Background: an optimization exercise with open tools, aiming at small area, a short achievable clock period and few clock cycles per item. Do not read the settings as production practice. The RTL was checked by simulation tests, not by an equivalence proof against the original design.

==> flow/design.v, too long to show whole: its modules and the start of the top module <==
// module FA: 4 lines
// module HAS: 4 lines
// module AO22: 3 lines
// module Norm24: 16 lines
// module NAND2: 3 lines
// module HA: 4 lines
// module Mul24: 528 lines
// module SrtStep: 26 lines
// module SrtFirst: 6 lines
// module FloatALUUnit: 232 lines
module FloatALUUnit(
    input             clk,
    input             rst,
    input             in_valid,
    output            in_ready,
    input      [1:0]  oper,
    input      [31:0] n1,
    input      [31:0] n2,
    output reg        out_valid,
    output reg [31:0] result,
    output reg        LessThan,
    output reg        Overflow,
    output reg        Underflow,
    output reg        Exception
    );
  // ...
==> flow/flow/run.sh <==
#!/bin/bash
# The standard layout, with the port buffers made plain buf_2 cells rather
# than the delay buffers buffer_ports picks by default.
set -euo pipefail
export BUFFER_PORTS_ARGS="-buffer_cell sky130_fd_sc_hd__buf_2"
bash standard.sh > make_flow.log 2>&1
==> flow/standard.sh <==
#!/bin/bash
# synth_recipe.tcl (not shown) runs the flow's synth.tcl, then flattens the netlist and writes it again
# the make line also repeats each setting of config.mk as NAME=value (left out here)
make -C /OpenROAD-flow-scripts/flow DESIGN_CONFIG=/design/flow/config.mk WORK_HOME=/design/flow/orfs CLKGATE_MAP_FILE= SYNTH_SCRIPT=/design/flow/synth_recipe.tcl "${@:-finish}"
==> flow/config.mk <==
export PLATFORM = sky130hd
export DESIGN_NAME = FloatALUUnit
export DESIGN_NICKNAME = FloatALUUnit
export VERILOG_FILES = /design/flow/design.v
export SDC_FILE = /design/flow/constraint.sdc
export NUM_CORES = 4
export LEC_CHECK = 0
export CAP_MARGIN = 20
export CORE_MARGIN = 2
export CORE_UTILIZATION = 55
export CTS_CLUSTER_DIAMETER = 100
export CTS_CLUSTER_SIZE = 24
export GPL_TIMING_DRIVEN = 0
export SLEW_MARGIN = 20
export SYNTH_HIERARCHICAL = 1
==> flow/constraint.sdc <==
create_clock -name core_clock -period 100.0 [get_ports {clk}]
set_input_delay 20.0000 -clock core_clock [delete_from_list [all_inputs] [get_ports {clk}]]
set_output_delay 20.0000 -clock core_clock [all_outputs]
set_load 0.01 [all_outputs]
==> key figures, run 1 <==
Routing
  • Via count: 40.6k
  • DRT Pass-1 Iters: 5
  • Routed wl met3: roughly 14000 um
  • Via/cell ratio: ~6.4

Outcome
  • Status: timing/DRC/antenna clean

Setup path
  • CP max stage delay: 0.64 ns
  • Worst-path cell chain: buf_2 > or4_1 > nor3_1 > nor3_1 > a21oi_1 > nor2_1 > nor2_1 > o21ai_0
  • Reg2Reg Setup Slack: between 80 and 90 ns
  • Reg2reg start: a1[0]
  • Worst Path Max Fanout: 2
  • Critical path data required time: 100.52 ns
  • Critical path class: input pin to flip-flop
  • Top delay family on crit path: simple AND/OR/NAND/NOR gates
  • WP depth: 8

STA
  • Worst-Margin Slew: 1.15 ns
  • Final Hold Fails: 0
  • RSZ-0062 raised after global routing: false

Cells and area
  • Fraction of area in multi-input gates: 0.718
  • Biggest regs: a1: 32 flops, b1: 32 flops, result: 32 flops
  • Post-layout util: 0.620
  • Seq area share: 0.159
  • Area of the multi-input gates: 0.0400 mm^2
  • Final Cell Area: about 0.056 mm^2
  • FFs & Latches: 405

Die
  • Tap cells: roughly 1.2k
  • Area of the die: 0.0927 mm^2
  • # rows: 110
  • DIE WIDTH: 304 um
  • Initial Util: 0.553

Global routing
  • Gr ovfl total: 0
  • Total track usage: 0.374
  • Met2 usage: 0.600
  • Busiest grt layer: met2

Clocking
  • Root Buffer: clkbuf_16
  • Post_cts resized: 0
  • Clock transition at path regs: 0.10 ns

Placed design
  • Detailed placement HPWL: 141000 um
  • IO buf count: 106

Hold path
  • Hold path cells: 0
Testbench counts, summed over its fixed seeds: cycles 34,437, items 32,000.
==> module FloatALUUnit, before the edit <==
module FloatALUUnit(
    input             clk,
    input             rst,
    input             in_valid,
    output            in_ready,
    input      [1:0]  oper,
    input      [31:0] n1,
    input      [31:0] n2,
    output reg        out_valid,
    output reg [31:0] result,
    output reg        LessThan,
    output reg        Overflow,
    output reg        Underflow,
    output reg        Exception
    );
localparam N1 = 7, N2 = 7, N3 = 7, N4 = 4;    
reg        v1, st1, nst1, lts1, irq;    
reg        cf1;                         
reg        v2, isd2;
reg [1:0]  op1;
reg [31:0] a1, b1;
reg [4:0]  k1, k2;
wire       rdy1 = a1[22] | ~|a1[22:0];
wire       rdy2 = b1[22] | ~|b1[22:0];
assign in_ready = irq;
wire st1_hold = ~((rdy1 | a1[21]) & (rdy2 | b1[21]));
wire st1_new  = in_valid & (oper == 2'd3) & ~|n1[30:23];   
wire cf1_new  = in_valid & (oper == 2'd3) & v2 & isd2;     
wire cf1_hold = v1 & (op1 == 2'd3) & v2 & isd2;            
always @(posedge clk) begin
    if (st1) begin
        st1  <= ~rst & st1_hold;
        cf1  <= ~rst & cf1_hold;
        irq  <= rst | ~(st1_hold | cf1_hold);
        v1   <= ~rst & v1;
        if (!rdy1) begin a1[22:0] <= {a1[21:0], 1'b0}; k1 <= k1 + 5'd1; end
        if (!rdy2) begin b1[22:0] <= {b1[21:0], 1'b0}; k2 <= k2 + 5'd1; end
        nst1 <= 1'b1;
        if (!nst1) lts1 <= lt;
    end else if (cf1) begin
        cf1  <= ~rst & cf1_hold;
        irq  <= rst | ~cf1_hold;
        v1   <= ~rst & v1;
    end else begin
        st1  <= ~rst & st1_new;
        cf1  <= ~rst & cf1_new;
        irq  <= rst | ~(st1_new | cf1_new);
        v1   <= ~rst & in_valid;
        op1  <= oper;
        a1   <= n1;
        b1   <= n2;
        k1   <= 5'd0;
        k2   <= 5'd0;
        nst1 <= 1'b0;
    end
end
wire        sa = a1[31], sb = b1[31];
wire [7:0]  e1 = a1[30:23], e2 = b1[30:23];
wire        h  = |e1;
wire [23:0] A  = {h, a1[22:0]};
wire [23:0] B  = {h, b1[22:0]};
wire        exc_ab = (&e1) | (&e2);
wire [8:0]  ediff = {1'b0, e1} - {1'b0, e2};
wire        isGT  = ~ediff[8];
wire [7:0]  ad    = isGT ? ediff[7:0] : (8'd0 - ediff[7:0]);
wire [7:0]  Ebig  = isGT ? e1 : e2;
wire [23:0] big   = isGT ? A : B;
wire [23:0] sml   = isGT ? B : A;
wire [23:0] sh0   = |ad[7:5] ? 24'd0 : sml;
wire [23:0] sh1   = ad[4] ? {16'd0, sh0[23:16]} : sh0;
wire [23:0] sh2   = ad[3] ? {8'd0, sh1[23:8]} : sh1;
wire [23:0] sh3   = ad[2] ? {4'd0, sh2[23:4]} : sh2;
wire [23:0] sh4   = ad[1] ? {2'd0, sh3[23:2]} : sh3;
wire [23:0] shd   = ad[0] ? {1'd0, sh4[23:1]} : sh4;       
wire        ro    = op1[0] ^ sa ^ sb;              
wire [24:0] ares  = {1'b0, big} + {1'b0, ro ? ~shd : shd} + {24'd0, ro};
wire        cge   = big >= shd;
wire        ceq   = big == shd;
wire        mcmp  = isGT ? cge : (~cge | ceq);       
wire        acar  = ~ro & ares[24];
wire        aneg  = ro & ~ares[24];
wire [23:0] ax    = aneg ? 24'd0 - ares[23:0] : ares[23:0];
wire [27:0] anrm;
Norm24 NA(.x(ax), .y(anrm));
wire [4:0]  ash   = acar ? 5'd0 : anrm[27:23];
wire [7:0]  anE   = acar ? Ebig + 8'd1 : Ebig;
wire [8:0]  aE    = {1'b0, anE} - {4'd0, ash};
wire        aUf   = aE[8];
wire        aOv   = (Ebig == 8'd254) & (ash == 5'd0);
wire        asg   = ro ? (sa ~^ mcmp) : sa;
wire        lt    = (sa ^ sb) ? sa : (sa ~^ mcmp);
wire [47:23] P;
wire        plz;
Mul24 MT(.a(A), .b(B), .ph(P), .lz(plz));
wire        p47  = P[47];
wire        mrnd = ~plz | (p47 & P[23]);
wire [9:0]  mEs  = {2'd0, e1} + {2'd0, e2} + {9'd0, p47};
wire [9:0]  mEf  = mEs - 10'd127;
wire        mUf  = mEf[9];
wire        mOv  = ~mEf[9] & mEf[8];
wire        ismul = op1 == 2'd2;
wire        isdiv = op1 == 2'd3;
wire [22:0] incr = (ismul ? (p47 ? P[46:24] : P[45:23]) : ares[23:1]) + {22'd0, ismul ? mrnd : ares[0]};
wire [22:0] r4M = (ismul | acar) ? incr : anrm[22:0];
wire [31:0] r4  = ismul ? {sa ^ sb, mEf[7:0], r4M} : {asg, aE[7:0], r4M};
wire        fOv = ismul ? mOv : aOv;
wire        fUf = ismul ? mUf : aUf;
wire        fEx = exc_ab;
wire [31:0] nres = fOv ? {r4[31], 8'hff, 23'd0} :
                   fUf ? {r4[31], 31'd0} :
                   fEx ? 32'hffffffff : r4;
wire        dExc = exc_ab | ~|b1[30:0];
wire [7:0]  subE = e1 - e2;
wire        zq1  = ~|a1[22:0] | (k1 == 5'd18);
wire        zq2  = ~|b1[22:0] | (k2 == 5'd18);
wire [27:0] dn1  = h ? {5'd0, a1[22:0]} : zq1 ? 28'd0 : {k1 + 5'd1, a1[21:0], 1'b0};
wire [27:0] dn2  = h ? {5'd0, b1[22:0]} : zq2 ? 28'd0 : {k2 + 5'd1, b1[21:0], 1'b0};
wire [7:0]  tE1  = subE + 8'd127 - {3'd0, dn1[27:23]};
wire [8:0]  tE2  = {1'b0, tE1} + {4'd0, dn2[27:23]};
reg        v3, isd3, v4, isd4;
reg [26:0] s2r, c2r, s3r, c3r, s4r, c4r;
reg [22:0] dm2, dm3, dm4;
wire       selX = v3 & isd3;
wire [22:0] fs1, fc1;
SrtFirst F1(.xm(dn1[22:0]), .dm(dn2[22:0]), .s(fs1), .c(fc1));
wire [26:2] g0cm;
wire [26:0] g0s;
wire        g0p, g0n;
wire [22:0] dmn3 = ~dm3;
SrtStep G0(.s2(s3r[25:0]), .c2(c3r[25:0]), .dm(dm3), .dmn(dmn3), .so(g0s), .cm(g0cm), .p(g0p), .n(g0n));
wire [22:0] dmX  = selX ? dm3 : dn2[22:0];
wire [22:0] dmnX = ~dmX;
wire [26:0] sv1 [0:6];
wire [26:0] cv1 [0:6];
wire [5:0]  qpX, qnX;
assign sv1[0] = selX ? g0s : {4'b1111, fs1};
assign cv1[0] = selX ? {g0cm, 1'b0, g0p} : {3'b000, fc1, 1'b1};
genvar g1;
generate for (g1 = 1; g1 < 7; g1 = g1 + 1) begin : chx
    wire [26:2] cm;
    SrtStep #(.C2Z(g1 > 1)) S(.s2(sv1[g1-1][25:0]), .c2(cv1[g1-1][25:0]), .dm(dmX), .dmn(dmnX),
              .so(sv1[g1]), .cm(cm), .p(qpX[6-g1]), .n(qnX[6-g1]));
    assign cv1[g1] = {cm, 1'b0, qpX[6-g1]};
end endgenerate
wire        selY = v4 & isd4;
wire [26:0] sY0  = selY ? s4r : s2r;
wire [26:0] cY0  = selY ? c4r : c2r;
wire [22:0] dmY  = selY ? dm4 : dm2;
wire [22:0] dmnY = ~dmY;
wire [26:0] sv2 [0:6];
wire [26:0] cv2 [0:6];
wire [6:0]  qpY, qnY;
genvar g2;
generate for (g2 = 0; g2 < 7; g2 = g2 + 1) begin : chy
    wire [26:2] cm;
    wire [26:1] si, ci;
    if (g2 == 0) begin : in
        assign si = sY0[25:0];
        assign ci = cY0[25:0];
    end else begin : mid
        assign si = sv2[g2-1][25:0];
        assign ci = cv2[g2-1][25:0];
    end
    SrtStep S(.s2(si), .c2(ci), .dm(dmY), .dmn(dmnY), .so(sv2[g2]), .cm(cm),
              .p(qpY[6-g2]), .n(qnY[6-g2]));
    assign cv2[g2] = {cm, 1'b0, qpY[6-g2]};
end endgenerate
reg        lt2;
reg [6:0]  qp2, qn2;
reg [8:0]  tE2r2;
reg        dsg2, dex2;
always @(posedge clk) begin
    v2    <= ~rst & v1 & ~st1 & ~cf1;
    isd2  <= isdiv;
    lt2   <= nst1 ? lts1 : lt;
    s2r   <= sv1[6];
    c2r   <= cv1[6];
    dm2   <= isdiv ? dn2[22:0] : nres[22:0];
    tE2r2 <= isdiv ? tE2 : nres[31:23];
    dsg2  <= sa ^ sb;
    dex2  <= dExc;
    qp2   <= isdiv ? {1'b1, qpX} : {fOv, fUf, fEx, 4'b0000};
    qn2   <= {1'b0, qnX};
end
reg        lt3;
reg [13:0] qp3, qn3;
reg [8:0]  tE2r3;
reg        dsg3, dex3;
always @(posedge clk) begin
    v3 <= ~rst & v2;
    isd3 <= isd2; lt3 <= lt2;
    s3r <= sv2[6]; c3r <= cv2[6]; dm3 <= dm2;
    qp3 <= {qp2, qpY}; qn3 <= {qn2, qnY};
    tE2r3 <= tE2r2; dsg3 <= dsg2; dex3 <= dex2;
end
reg        lt4;
reg [20:0] qp4, qn4;
reg [8:0]  tE2r4;
reg        dsg4, dex4;
always @(posedge clk) begin
    v4 <= ~rst & v3;
    isd4 <= isd3; lt4 <= lt3;
    s4r <= sv1[6]; c4r <= cv1[6]; dm4 <= dm3;
    qp4 <= {qp3, g0p, qpX}; qn4 <= {qn3, g0n, qnX};
    tE2r4 <= tE2r3; dsg4 <= dsg3; dex4 <= dex3;
end
wire [26:0] wfin = sv2[3] + cv2[3];
wire        wneg = wfin[26];
wire [24:0] Qp   = {qp4, qpY[6:3]};
wire [24:0] Qn   = {qn4, qnY[6:3]};
wire [24:0] Q    = Qp + ~Qn + {24'd0, ~wneg};    
wire        q24  = Q[24];
wire [22:0] dM   = q24 ? Q[23:1] : Q[22:0];
wire [7:0]  E3   = tE2r4[7:0] - 8'd1;
wire        E3c  = |tE2r4[7:0];
wire [7:0]  dE   = q24 ? tE2r4[7:0] : E3;
wire        dOv  = q24 ? 1'b0 : (tE2r4[8] & E3c);
wire        dUf  = q24 ? ~tE2r4[8] : ~(tE2r4[8] | E3c);
wire [31:0] dres = dOv ? {dsg4, 8'hff, 23'd0} :
                   dUf ? {dsg4, 31'd0} :
                   dex4 ? 32'hffffffff : {dsg4, dE, dM};
always @(posedge clk) begin
    out_valid <= ~rst & v4;
    LessThan  <= lt4;
    if (isd4) begin
        result <= dres; Overflow <= dOv; Underflow <= dUf; Exception <= dex4;
    end else begin
        result <= {tE2r4, dm4}; Overflow <= qp4[20]; Underflow <= qp4[19];
        Exception <= qp4[18];
    end
end
endmodule
==> inputs of run 2 (changes only) <==
--- a/flow/design.v
+++ b/flow/design.v
@@ -673,4 +673,7 @@
 wire        ro    = op1[0] ^ sa ^ sb;              
-wire [24:0] ares  = {1'b0, big} + {1'b0, ro ? ~shd : shd} + {24'd0, ro};
 wire        cge   = big >= shd;
+wire        sw    = ro & ~cge;                      
+wire [23:0] opA   = sw ? shd : big;
+wire [23:0] opB   = sw ? big : shd;
+wire [24:0] ares  = {1'b0, opA} + {1'b0, ro ? ~opB : opB} + {24'd0, ro};
 wire        ceq   = big == shd;
@@ -678,4 +681,3 @@
 wire        acar  = ~ro & ares[24];
-wire        aneg  = ro & ~ares[24];
-wire [23:0] ax    = aneg ? 24'd0 - ares[23:0] : ares[23:0];
+wire [23:0] ax    = ares[23:0];
 wire [27:0] anrm;
--- a/flow/config.mk
+++ b/flow/config.mk
@@ -9,6 +9,5 @@
 export CORE_MARGIN = 2
-export CORE_UTILIZATION = 55
+export CORE_UTILIZATION = 40
 export CTS_CLUSTER_DIAMETER = 100
 export CTS_CLUSTER_SIZE = 24
-export GPL_TIMING_DRIVEN = 0
 export SLEW_MARGIN = 20
==> key figures, run 2 <==
STA
  • PnR worst setup slack: 78.58 ns
  • Final Cycle Share: 0.214
  • Post-route setup TNS: 0 ns
  • Worst-Margin Slew: 1.14 ns (-0.0149 ns)
  • Min Tclk post-route: 21.42 ns
  • RSZ-0062 raised after global routing: false
  • Fin. max-slew vios: 0
  • Rel. slew slack: 0.235
  • Final Skew: roughly 0.066 ns
  • FMAX: around 47 MHz
  • Final setup fails: 0
  • Final Hold Fails: 0 (unchanged)

Setup path
  • CP Capture Type: primary output
  • CP Launch Type: flip-flop
  • Worst-path cell chain: buf_2
  • Reg2Reg Setup Slack: 83.11 ns (+1.28 ns)
  • Worst R2R Path Depth: 54
  • Critical path data required time: 80.00 ns (-20.52 ns)
  • Slowest-stage cell, CP: dfxtp_1
  • CP max stage delay: 0.56 ns (-0.08 ns)
  • CP Buf/Inv Count: 1
  • Critical path class: flip-flop to primary output
  • Reg2reg start: a1[1]
  • Top delay family on crit path: flip-flops
  • Worst Path Max Fanout: 1 (-1)
  • Worst Path Arrival: 1.42 ns
  • Capture point of the worst reg-to-reg path: dm2[22]

Cells and area
  • Layout cells sized above 1: 0.0994
  • Non-Filler Instances: 6722
  • Final Cell Area: 0.0545 mm^2 (-2.1%)
  • Most frequent cells in the layout: fa_1, nand2_1, a22o_1
  • Fin nets: 6265
  • Filler Cells Inserted: 11.9k
  • Commonest non-fill, non-tap cell in the layout: fa_1
  • Post-layout util: 0.440 (-0.181)
  • Area Growth Syn to Fin: 8.72%
  • Biggest regs: a1: 32 flops, b1: 32 flops, result: 32 flops

Synth
  • Synthesized area: 0.0501 mm^2
  • Synthesized netlist cell count: 4907
  • Mapped Avg Cell Area: 10.2 um^2
  • Ys Warns: 7

Hold path
  • WHS Endpoint: qn4[18]
  • Hold path cells: 0 (unchanged)
  • Hold Path Class: flip-flop to flip-flop
  • Worst Hold Launch: qn3[11]

Routing
  • Routed WL: approximately 170000 um
  • Via count: 40.2k (-1.1%)
  • DRT Pass-1 Iters: 6 (+1)
  • ANT nets after route: 0
  • Per-cell routed wire length: ~26 um
  • Via/cell ratio: 5.98 (-6.9%)
  • 1st-iter DRT viols: 3564
  • DR DRC count: 0

Placed design
  • GP Congestion: 0.957
  • Detailed placement HPWL: 133000 um (-5.4%)
  • IO buf count: 106 (unchanged)
  • DP Area: 0.0534 mm^2
  • Post-placement setup slack: 78.06 ns
  • DP Cell Count: 6666

Global routing
  • Gr ovfl total: 0 (unchanged)
  • Initial antenna violation count: 6
  • Largest net degree at the start of global routing: 67
  • Total track usage: 0.275 (-0.0994)
  • Global-route wire length before repair: between 200000 and 300000 um
  • Vias in the first global route: 42.2k

Clocking
  • Post_cts resized: 0 (unchanged)
  • Clk sinks: 405
  • CTS tree: built
  • Postcts setup bufs: 0
  • Clock latency (worst-skew pair): about 0.67 ns
  • Clock transition at path regs: 0.10 ns (about the same)
  • CTS Hold Bufs: 0
  • Cts bufs inserted: 29
  • Root Buffer: clkbuf_16
  • H-tree Lvls: 1
  • CTS Buffer Depth: 3

Die
  • Area of the die: 0.128 mm^2 (+38%)
  • # IOs: about 110
  • DIE WIDTH: 358 um (+18%)
  • Die extent in y: 358 um
  • Initial Util: 0.404 (-0.149)
  • Core footprint: 0.124 mm^2
  • # rows: 129 (+17%)

Run
  • Max-cap viol count: 0

Outcome
  • Status: timing/DRC/antenna clean
[run 2: stage by stage]
step                      hold WS, ns
after floorplan                 0.310
after global placement          0.311
after detailed placement        0.312
after CTS                       0.329
after global routing            0.329
final                           0.326
[run 2: per-layer routing]
metal	wire length (um)	vias up	global-route usage
met1	72000	20400	0.366
met2	78000	1863	0.434
li1	-	17500	-
met4	8800	4	0.120
met3	15000	372	0.0551
met5	29	-	0
[run 2: area by class of cell]
cell class / count / area, um^2 / share of cell area
Timing Repair Buffer: 235 / 1500 / 0.0275
Sequential cell: 405 / 8880 / 0.163
Tap cell: 1637 / 2050 / 0.0376
Clock buffer: 34 / 754 / 0.0138
Clock inverter: 17 / 342 / 0.00627
Multi-Input combinational cell: 4121 / 40000 / 0.733
Antenna cell: 5 / 12.5 / 0.000230
Inverter: 268 / 1010 / 0.0185
[run 2: how the worst max path moves through the flow]
stage,to,cells past startpoint,slack (ns),from
finish,in_ready,1,78.58,irq
global route,in_ready,1,78.53,irq
CTS,in_ready,1,78.58,irq
detailed placement,irq,8,78.06,in_valid
global placement,irq,8,77.99,in_valid
floorplan,irq,7,78.80,n1[23]
[run 2: worst reg2reg max path, delay by kind of cell, from the launching register on]
family          cells  cell delay, ns
xor+xnor            1            0.14
simple gates        8            1.79
fa+ha+maj          27           10.86
compound gates     13            2.70
buf+inv             5            1.01
flops               1            0.35
Testbench counts of run 2, summed over its fixed seeds: cycles 34,437, items 32,000.

what the ideal ports hide:
The flow's constraints put no driver on any port. The routed layouts listed below were extracted and timed again, unchanged, in two steps.
Step 1: set_driving_cell puts a clkbuf_16 on clk and a buf_2 on each other input, an assumption about the parent block.
Step 2 times the ports against the registers' clock, not the clock port: input delays grow and output delays shrink by t, the midpoint of the rising clock arrivals with the driver on.
Slacks: ideal / step 1 / step 2; pairs: ideal / step 1.
| run | shift t [ns] | slack for setup (ns) | worst slew at a driven data input, ns |
|---|---|---|---|
| run 1 | 0.700 | 78.792 / 78.803 / 78.136 | 0.06 |
| run 2 | 0.718 | 78.583 / 78.504 / 77.969 | 0.05 |
After both steps every run listed still meets setup and hold. For run 1, which loses most, drivers alone change the setup slack by +0.011 ns; drivers and shift together by -0.656 ns.
